Source: an optimization exercise on an open RTL-to-GDS flow (aim: small area). Production flows keep margins and buffers that such runs may drop.
Function was checked by simulation only, so behaviour that the tests miss may differ from the original.
Power is estimated from default activity; no workload was simulated.

==> build 53: inputs <==
Design metronome_display, start of the top module:
module metronome_display(
    input wire clk,
    input wire reset_n,
    input wire key_inc_n,
    input wire key_dec_n,
    input wire key_mode_n,
    input wire key_opt_n,
    output reg beep_n,
    output wire [3:0] led_n,
    output wire [3:0] dig,
    output reg [7:0] seg
);
Settings: LEC_CHECK=0, CAP_MARGIN=0, CORE_MARGIN=2, CORE_UTILIZATION=70, CTS_BUF_LIST=sky130_fd_sc_hd__clkbuf_8, SLEW_MARGIN=0; clock period 100.0 ns.
standard.sh (not shown) runs the stock make flow with config.mk's settings and CLKGATE_MAP_FILE= SYNTH_SCRIPT=/design/flow/synth_recipe.tcl, a recipe that flattens the netlist after the stock synthesis.
==> flow/flow/run.sh <==
#!/bin/bash
# The standard layout, with three changes:
#  - the combinational logic of the standard synthesis is re-mapped for area by
#    yosys/ABC (flow/remap.ys, flow/remap.abc); flip-flops, adders and tie cells are
#    left untouched, so the registers keep their names and cells;
#  - the port buffers are made from the smallest buffer cell;
#  - clock tree synthesis runs with its standard arguments plus -dont_use_dummy_load
#    (no dummy load cells for balancing).
set -euo pipefail
ARGS=(BUFFER_PORTS_ARGS="-buffer_cell sky130_fd_sc_hd__buf_1"
      CTS_ARGS="-sink_clustering_enable -repair_clock_nets -buf_list sky130_fd_sc_hd__clkbuf_8 -dont_use_dummy_load")
bash standard.sh "${ARGS[@]}" synth > standard_synth.log 2>&1
R=orfs/results/${FLOW_PLATFORM}/metronome_display/base
cp $R/1_2_yosys.v $R/1_2_yosys_standard.v
LIB=$FLOW_HOME/platforms/${FLOW_PLATFORM}/lib/sky130_fd_sc_hd__tt_025C_1v80.lib
sed -e "s#@LIB@#$LIB#g" -e "s#@IN@#$R/1_2_yosys_standard.v#" -e "s#@OUT@#$R/1_2_yosys.v#" \
    -e "s#@ABC@#$PWD/flow/remap.abc#" -e "s#@STAT@#$PWD/remap_stat.txt#" flow/remap.ys > remap.ys
YOSYS=yosys
if [[ -x $FLOW_HOME/../tools/install/yosys/bin/yosys ]]; then YOSYS=$FLOW_HOME/../tools/install/yosys/bin/yosys; fi
$YOSYS -s remap.ys > yosys_remap.log 2>&1
bash standard.sh "${ARGS[@]}" finish > standard_finish.log 2>&1
==> flow/flow/remap.abc <==
strash
&get -n
&st
&syn2
&dch -f
&nf -R 1000
&put
topo
==> flow/flow/remap.ys <==
# Re-map the combinational logic of the standard synthesis for area. Flip-flops, full
# and half adders and tie cells are kept as they are (blackboxes), so every register
# keeps its name and cell.
read_liberty -ignore_miss_func @LIB@
read_verilog @IN@
hierarchy -top metronome_display
setattr -mod -set blackbox 1 sky130_fd_sc_hd__df* sky130_fd_sc_hd__fa_* sky130_fd_sc_hd__ha_* sky130_fd_sc_hd__conb_*
flatten
opt_clean -purge
abc -liberty @LIB@ -dont_use sky130_fd_sc_hd__lpflow_bleeder_1 -dont_use sky130_fd_sc_hd__lpflow_clkbufkapwr_1 -dont_use sky130_fd_sc_hd__lpflow_clkbufkapwr_16 -dont_use sky130_fd_sc_hd__lpflow_clkbufkapwr_2 -dont_use sky130_fd_sc_hd__lpflow_clkbufkapwr_4 -dont_use sky130_fd_sc_hd__lpflow_clkbufkapwr_8 -dont_use sky130_fd_sc_hd__lpflow_clkinvkapwr_1 -dont_use sky130_fd_sc_hd__lpflow_clkinvkapwr_16 -dont_use sky130_fd_sc_hd__lpflow_clkinvkapwr_2 -dont_use sky130_fd_sc_hd__lpflow_clkinvkapwr_4 -dont_use sky130_fd_sc_hd__lpflow_clkinvkapwr_8 -dont_use sky130_fd_sc_hd__lpflow_decapkapwr_12 -dont_use sky130_fd_sc_hd__lpflow_decapkapwr_3 -dont_use sky130_fd_sc_hd__lpflow_decapkapwr_4 -dont_use sky130_fd_sc_hd__lpflow_decapkapwr_6 -dont_use sky130_fd_sc_hd__lpflow_decapkapwr_8 -dont_use sky130_fd_sc_hd__lpflow_inputiso0n_1 -dont_use sky130_fd_sc_hd__lpflow_inputiso0p_1 -dont_use sky130_fd_sc_hd__lpflow_inputiso1n_1 -dont_use sky130_fd_sc_hd__lpflow_inputiso1p_1 -dont_use sky130_fd_sc_hd__lpflow_inputisolatch_1 -dont_use sky130_fd_sc_hd__lpflow_isobufsrc_1 -dont_use sky130_fd_sc_hd__lpflow_isobufsrc_16 -dont_use sky130_fd_sc_hd__lpflow_isobufsrc_2 -dont_use sky130_fd_sc_hd__lpflow_isobufsrc_4 -dont_use sky130_fd_sc_hd__lpflow_isobufsrc_8 -dont_use sky130_fd_sc_hd__lpflow_isobufsrckapwr_16 -dont_use sky130_fd_sc_hd__lpflow_lsbuf_lh_hl_isowell_tap_1 -dont_use sky130_fd_sc_hd__lpflow_lsbuf_lh_hl_isowell_tap_2 -dont_use sky130_fd_sc_hd__lpflow_lsbuf_lh_hl_isowell_tap_4 -dont_use sky130_fd_sc_hd__lpflow_lsbuf_lh_isowell_4 -dont_use sky130_fd_sc_hd__lpflow_lsbuf_lh_isowell_tap_1 -dont_use sky130_fd_sc_hd__lpflow_lsbuf_lh_isowell_tap_2 -dont_use sky130_fd_sc_hd__lpflow_lsbuf_lh_isowell_tap_4 -dont_use sky130_fd_sc_hd__probe_p_8 -dont_use sky130_fd_sc_hd__probec_p_8  -script @ABC@
read_liberty -lib -ignore_redef @LIB@
opt_clean -purge
splitnets
hilomap -singleton -hicell sky130_fd_sc_hd__conb_1 HI -locell sky130_fd_sc_hd__conb_1 LO
insbuf -buf sky130_fd_sc_hd__buf_4 A X
opt_clean -purge
check -assert
tee -o @STAT@ stat -liberty @LIB@
write_verilog -noattr -nohex -nodec @OUT@
==> trial 21 (differences from build 53) <==
--- a/flow/flow/run.sh
+++ b/flow/flow/run.sh
@@ -1,7 +1,9 @@
 #!/bin/bash
 # The standard layout, with three changes:
-#  - the combinational logic of the standard synthesis is re-mapped for area by
-#    yosys/ABC (flow/remap.ys, flow/remap.abc); flip-flops, adders and tie cells are
-#    left untouched, so the registers keep their names and cells;
+#  - the combinational logic of the standard synthesis, its half adders included, is
+#    re-mapped for area by yosys/ABC (flow/remap.ys, flow/remap.abc); flip-flops, full
+#    adders and tie cells are left untouched, so the registers keep their names and
+#    cells; yosys then proves the new netlist equivalent to the standard one
+#    (flow/equiv.ys);
 #  - the port buffers are made from the smallest buffer cell;
 #  - clock tree synthesis runs with its standard arguments plus -dont_use_dummy_load
@@ -19,3 +21,5 @@
 if [[ -x $FLOW_HOME/../tools/install/yosys/bin/yosys ]]; then YOSYS=$FLOW_HOME/../tools/install/yosys/bin/yosys; fi
 $YOSYS -s remap.ys > yosys_remap.log 2>&1
+sed -e "s#@LIB@#$LIB#g" -e "s#@STD@#$R/1_2_yosys_standard.v#" -e "s#@OUT@#$R/1_2_yosys.v#" flow/equiv.ys > equiv.ys
+$YOSYS -s equiv.ys > yosys_equiv.log 2>&1
 bash standard.sh "${ARGS[@]}" finish > standard_finish.log 2>&1
==> flow/flow/equiv.ys (new file) <==
# Prove that the re-mapped netlist does what the standard synthesis's netlist does
# (registers paired by name).
read_liberty -ignore_miss_func @LIB@
read_verilog @STD@
rename metronome_display gold
read_verilog @OUT@
rename metronome_display gate
hierarchy -check
flatten gold gate
opt_clean
async2sync
equiv_make gold gate equiv
hierarchy -top equiv
equiv_simple -undef
equiv_induct -undef
equiv_status -assert
==> flow/flow/remap.ys (replaced) <==
# Re-map the combinational logic of the standard synthesis for area. Flip-flops, full
# adders and tie cells are kept as they are (blackboxes), so every register keeps its
# name and cell; everything else, the half adders included, becomes plain logic for ABC.
read_liberty -ignore_miss_func @LIB@
read_verilog @IN@
hierarchy -top metronome_display
setattr -mod -set blackbox 1 sky130_fd_sc_hd__df* sky130_fd_sc_hd__fa_* sky130_fd_sc_hd__conb_*
flatten
techmap
opt_clean -purge
abc -liberty @LIB@ -dont_use sky130_fd_sc_hd__lpflow_bleeder_1 -dont_use sky130_fd_sc_hd__lpflow_clkbufkapwr_1 -dont_use sky130_fd_sc_hd__lpflow_clkbufkapwr_16 -dont_use sky130_fd_sc_hd__lpflow_clkbufkapwr_2 -dont_use sky130_fd_sc_hd__lpflow_clkbufkapwr_4 -dont_use sky130_fd_sc_hd__lpflow_clkbufkapwr_8 -dont_use sky130_fd_sc_hd__lpflow_clkinvkapwr_1 -dont_use sky130_fd_sc_hd__lpflow_clkinvkapwr_16 -dont_use sky130_fd_sc_hd__lpflow_clkinvkapwr_2 -dont_use sky130_fd_sc_hd__lpflow_clkinvkapwr_4 -dont_use sky130_fd_sc_hd__lpflow_clkinvkapwr_8 -dont_use sky130_fd_sc_hd__lpflow_decapkapwr_12 -dont_use sky130_fd_sc_hd__lpflow_decapkapwr_3 -dont_use sky130_fd_sc_hd__lpflow_decapkapwr_4 -dont_use sky130_fd_sc_hd__lpflow_decapkapwr_6 -dont_use sky130_fd_sc_hd__lpflow_decapkapwr_8 -dont_use sky130_fd_sc_hd__lpflow_inputiso0n_1 -dont_use sky130_fd_sc_hd__lpflow_inputiso0p_1 -dont_use sky130_fd_sc_hd__lpflow_inputiso1n_1 -dont_use sky130_fd_sc_hd__lpflow_inputiso1p_1 -dont_use sky130_fd_sc_hd__lpflow_inputisolatch_1 -dont_use sky130_fd_sc_hd__lpflow_isobufsrc_1 -dont_use sky130_fd_sc_hd__lpflow_isobufsrc_16 -dont_use sky130_fd_sc_hd__lpflow_isobufsrc_2 -dont_use sky130_fd_sc_hd__lpflow_isobufsrc_4 -dont_use sky130_fd_sc_hd__lpflow_isobufsrc_8 -dont_use sky130_fd_sc_hd__lpflow_isobufsrckapwr_16 -dont_use sky130_fd_sc_hd__lpflow_lsbuf_lh_hl_isowell_tap_1 -dont_use sky130_fd_sc_hd__lpflow_lsbuf_lh_hl_isowell_tap_2 -dont_use sky130_fd_sc_hd__lpflow_lsbuf_lh_hl_isowell_tap_4 -dont_use sky130_fd_sc_hd__lpflow_lsbuf_lh_isowell_4 -dont_use sky130_fd_sc_hd__lpflow_lsbuf_lh_isowell_tap_1 -dont_use sky130_fd_sc_hd__lpflow_lsbuf_lh_isowell_tap_2 -dont_use sky130_fd_sc_hd__lpflow_lsbuf_lh_isowell_tap_4 -dont_use sky130_fd_sc_hd__probe_p_8 -dont_use sky130_fd_sc_hd__probec_p_8  -script @ABC@
read_liberty -lib -ignore_redef @LIB@
opt_clean -purge
splitnets
hilomap -singleton -hicell sky130_fd_sc_hd__conb_1 HI -locell sky130_fd_sc_hd__conb_1 LO
insbuf -buf sky130_fd_sc_hd__buf_4 A X
opt_clean -purge
check -assert
select -assert-none t:$*
tee -o @STAT@ stat -liberty @LIB@
write_verilog -noattr -nohex -nodec @OUT@
- CAP_MARGIN: 0 -> 20
- SLEW_MARGIN: 0 -> 20
==> trial 92 (differences from build 53) <==
==> flow/flow/run.sh (replaced) <==
#!/bin/bash
# The standard layout, with three changes:
#  - the combinational logic of the standard synthesis, its half adders included, is
#    re-mapped for area by yosys/ABC (flow/remap.ys with the best of flow/remapN.abc); flip-flops, full
#    adders and tie cells are left untouched, so the registers keep their names and
#    cells; yosys then proves the new netlist equivalent to the standard one
#    (flow/equiv.ys);
#  - the port buffers are made from the smallest buffer cell;
#  - clock tree synthesis runs with its standard arguments plus -dont_use_dummy_load
#    (no dummy load cells for balancing).
set -euo pipefail
ARGS=(BUFFER_PORTS_ARGS="-buffer_cell sky130_fd_sc_hd__buf_1"
      CTS_ARGS="-sink_clustering_enable -repair_clock_nets -buf_list sky130_fd_sc_hd__clkbuf_8 -dont_use_dummy_load")
bash standard.sh "${ARGS[@]}" synth > standard_synth.log 2>&1
R=orfs/results/${FLOW_PLATFORM}/metronome_display/base
cp $R/1_2_yosys.v $R/1_2_yosys_standard.v
LIB=$FLOW_HOME/platforms/${FLOW_PLATFORM}/lib/sky130_fd_sc_hd__tt_025C_1v80.lib
YOSYS=yosys
if [[ -x $FLOW_HOME/../tools/install/yosys/bin/yosys ]]; then YOSYS=$FLOW_HOME/../tools/install/yosys/bin/yosys; fi
# try a few ABC scripts (flow/remapN.abc) and keep the netlist with the least cell area
best=""; best_area=""
for n in 1 2 3 4 5 6; do
  sed -e "s#@LIB@#$LIB#g" -e "s#@IN@#$R/1_2_yosys_standard.v#" -e "s#@OUT@#$PWD/remap_$n.v#" \
      -e "s#@ABC@#$PWD/flow/remap$n.abc#" -e "s#@STAT@#$PWD/remap_stat_$n.txt#" flow/remap.ys > remap_$n.ys
  if $YOSYS -s remap_$n.ys > yosys_remap_$n.log 2>&1; then
    area=$(awk '/Chip area/ {print $NF}' remap_stat_$n.txt)
    if [[ -z "$best" ]] || awk -v a="$area" -v b="$best_area" 'BEGIN {exit !(a < b)}'; then
      best=$n; best_area=$area
    fi
  fi
done
echo "re-mapped netlist: script $best, area $best_area" > remap_choice.txt
cp remap_$best.v $R/1_2_yosys.v
sed -e "s#@LIB@#$LIB#g" -e "s#@STD@#$R/1_2_yosys_standard.v#" -e "s#@OUT@#$R/1_2_yosys.v#" flow/equiv.ys > equiv.ys
$YOSYS -s equiv.ys > yosys_equiv.log 2>&1
bash standard.sh "${ARGS[@]}" finish > standard_finish.log 2>&1
==> flow/flow/equiv.ys (new file) <==
# Prove that the re-mapped netlist does what the standard synthesis's netlist does
# (registers paired by name).
read_liberty -ignore_miss_func @LIB@
read_verilog @STD@
rename metronome_display gold
read_verilog @OUT@
rename metronome_display gate
hierarchy -check
flatten gold gate
opt_clean
async2sync
equiv_make gold gate equiv
hierarchy -top equiv
equiv_simple -undef
equiv_induct -undef
equiv_status -assert
==> flow/flow/remap.ys (replaced) <==
# Re-map the combinational logic of the standard synthesis for area. Flip-flops, full
# adders and tie cells are kept as they are (blackboxes), so every register keeps its
# name and cell; everything else, the half adders included, becomes plain logic for ABC.
read_liberty -ignore_miss_func @LIB@
read_verilog @IN@
hierarchy -top metronome_display
setattr -mod -set blackbox 1 sky130_fd_sc_hd__df* sky130_fd_sc_hd__fa_* sky130_fd_sc_hd__conb_*
flatten
techmap
opt_clean -purge
abc -liberty @LIB@ -dont_use sky130_fd_sc_hd__lpflow_bleeder_1 -dont_use sky130_fd_sc_hd__lpflow_clkbufkapwr_1 -dont_use sky130_fd_sc_hd__lpflow_clkbufkapwr_16 -dont_use sky130_fd_sc_hd__lpflow_clkbufkapwr_2 -dont_use sky130_fd_sc_hd__lpflow_clkbufkapwr_4 -dont_use sky130_fd_sc_hd__lpflow_clkbufkapwr_8 -dont_use sky130_fd_sc_hd__lpflow_clkinvkapwr_1 -dont_use sky130_fd_sc_hd__lpflow_clkinvkapwr_16 -dont_use sky130_fd_sc_hd__lpflow_clkinvkapwr_2 -dont_use sky130_fd_sc_hd__lpflow_clkinvkapwr_4 -dont_use sky130_fd_sc_hd__lpflow_clkinvkapwr_8 -dont_use sky130_fd_sc_hd__lpflow_decapkapwr_12 -dont_use sky130_fd_sc_hd__lpflow_decapkapwr_3 -dont_use sky130_fd_sc_hd__lpflow_decapkapwr_4 -dont_use sky130_fd_sc_hd__lpflow_decapkapwr_6 -dont_use sky130_fd_sc_hd__lpflow_decapkapwr_8 -dont_use sky130_fd_sc_hd__lpflow_inputiso0n_1 -dont_use sky130_fd_sc_hd__lpflow_inputiso0p_1 -dont_use sky130_fd_sc_hd__lpflow_inputiso1n_1 -dont_use sky130_fd_sc_hd__lpflow_inputiso1p_1 -dont_use sky130_fd_sc_hd__lpflow_inputisolatch_1 -dont_use sky130_fd_sc_hd__lpflow_isobufsrc_1 -dont_use sky130_fd_sc_hd__lpflow_isobufsrc_16 -dont_use sky130_fd_sc_hd__lpflow_isobufsrc_2 -dont_use sky130_fd_sc_hd__lpflow_isobufsrc_4 -dont_use sky130_fd_sc_hd__lpflow_isobufsrc_8 -dont_use sky130_fd_sc_hd__lpflow_isobufsrckapwr_16 -dont_use sky130_fd_sc_hd__lpflow_lsbuf_lh_hl_isowell_tap_1 -dont_use sky130_fd_sc_hd__lpflow_lsbuf_lh_hl_isowell_tap_2 -dont_use sky130_fd_sc_hd__lpflow_lsbuf_lh_hl_isowell_tap_4 -dont_use sky130_fd_sc_hd__lpflow_lsbuf_lh_isowell_4 -dont_use sky130_fd_sc_hd__lpflow_lsbuf_lh_isowell_tap_1 -dont_use sky130_fd_sc_hd__lpflow_lsbuf_lh_isowell_tap_2 -dont_use sky130_fd_sc_hd__lpflow_lsbuf_lh_isowell_tap_4 -dont_use sky130_fd_sc_hd__probe_p_8 -dont_use sky130_fd_sc_hd__probec_p_8  -script @ABC@
read_liberty -lib -ignore_redef @LIB@
opt_clean -purge
splitnets
hilomap -singleton -hicell sky130_fd_sc_hd__conb_1 HI -locell sky130_fd_sc_hd__conb_1 LO
insbuf -buf sky130_fd_sc_hd__buf_4 A X
opt_clean -purge
check -assert
select -assert-none t:$*
tee -o @STAT@ stat -liberty @LIB@
write_verilog -noattr -nohex -nodec @OUT@
==> flow/flow/remap1.abc (new file) <==
strash
&get -n
&st
&syn2
&dch -f
&nf -R 1000
&put
topo
==> flow/flow/remap2.abc (new file) <==
strash
&get -n
&st
&dch -f
&nf -R 1000
&put
topo
==> flow/flow/remap3.abc (new file) <==
strash
dc2
&get -n
&st
&dch -f
&nf -R 1000 -p
&put
topo
==> flow/flow/remap4.abc (new file) <==
strash
&get -n
&st
&syn2
&synch2
&dch -f
&nf -R 1000
&st
&syn2
&dch -f
&nf -R 1000
&put
topo
==> flow/flow/remap5.abc (new file) <==
strash
dc2
&get -n
&deepsyn -T 120
&dch -f
&nf -R 1000 -p
&put
topo
==> flow/flow/remap6.abc (new file) <==
strash
&get -n
&deepsyn -T 120
&dch -f
&nf -R 1000
&put
topo
- CAP_MARGIN: 0 -> 20
- SLEW_MARGIN: 0 -> 20
removed: flow/flow/remap.abc
==> comparison table <==
|  | trial 92 | trial 21 | build 53 |
|---|---|---|---|
| Tot Pwr | 0.343 mW | 0.304 mW | 0.340 mW |
| Comb power frac | 0.572 | 0.519 | 0.571 |
| Internal portion of total power | 0.200 mW | 0.180 mW | 0.193 mW |
| Invs w/o clock | 51 | 54 | 103 |
| Initial core utilization | 0.709 | 0.717 | 0.711 |
| Seq/total area | 0.426 | 0.417 | 0.404 |
| Total power divided by cell area | 38.7 nW/um^2 | 33.6 nW/um^2 | 36.3 nW/um^2 |
| Detail Route met3 WL | 719 um | 465 um | 597 um |
| Routed WL per cell | 15.2 um | 15.2 um | 15.3 um |
| Mean instance size in the synthesized netlist | 10.0 um^2 | 10.0 um^2 | 10.4 um^2 |
| Non-filler cells, final | 1015 | 1034 | 1060 |
| Number of buffers other than clock buffers in the final layout | 26 | 28 | 27 |
| Worst path arrival time | 2.60 ns | 2.91 ns | 3.10 ns |
| Pleak | 3.50 nW | 3.45 nW | 3.91 nW |
| Initial detailed-routing violation count | 399 | 330 | 316 |
| Maximum resistive drop on vdd | 0.0291 mV | 0.0281 mV | 0.0259 mV |
| Met3 usage in global routing | 0.0627 | 0.0606 | 0.0576 |
| Synthesized netlist cell count | 841 | 858 | 860 |
| Via/cell ratio | 5.69 | 5.68 | 5.46 |
| Result of the run | timing/DRC/antenna clean | timing/DRC/antenna clean | timing/DRC/antenna clean |
| Maximum clock frequency | 44.3 MHz | 43.7 MHz | 43.3 MHz |
| Floorplan die area | 13000 um^2 | 13200 um^2 | 13600 um^2 |
| Relative area change from synthesis to final layout | 5.05% | 5.16% | 5.10% |

## what the ideal ports hide
How much do the figures lean on ideal ports? The routed layouts below were timed once more, with nothing changed but the port constraints.
Step 1 (the two cells are an assumption about what drives the block):
set clk [get_ports {clk}]
set_driving_cell -lib_cell sky130_fd_sc_hd__clkbuf_16 $clk
set_driving_cell -lib_cell sky130_fd_sc_hd__buf_2 [delete_from_list [all_inputs] $clk]
Step 2 times the ports against the registers' clock, not the clock port: input delays grow and output delays shrink by t, the midpoint of the rising clock arrivals with the driver on.
Three values: ideal ports, drivers, drivers and shift; two values: the first two.
run | shift t [ns] | slack for setup (ns) | worst setup path at the end
build 53 | 0.489 | 76.901 / 76.861 / 77.350 | register to output
trial 21 | 0.478 | 77.092 / 77.057 / 77.535 | register to output
trial 92 | 0.472 | 77.401 / 77.365 / 77.836 | register to output
After both steps setup and hold are still met in every run listed.
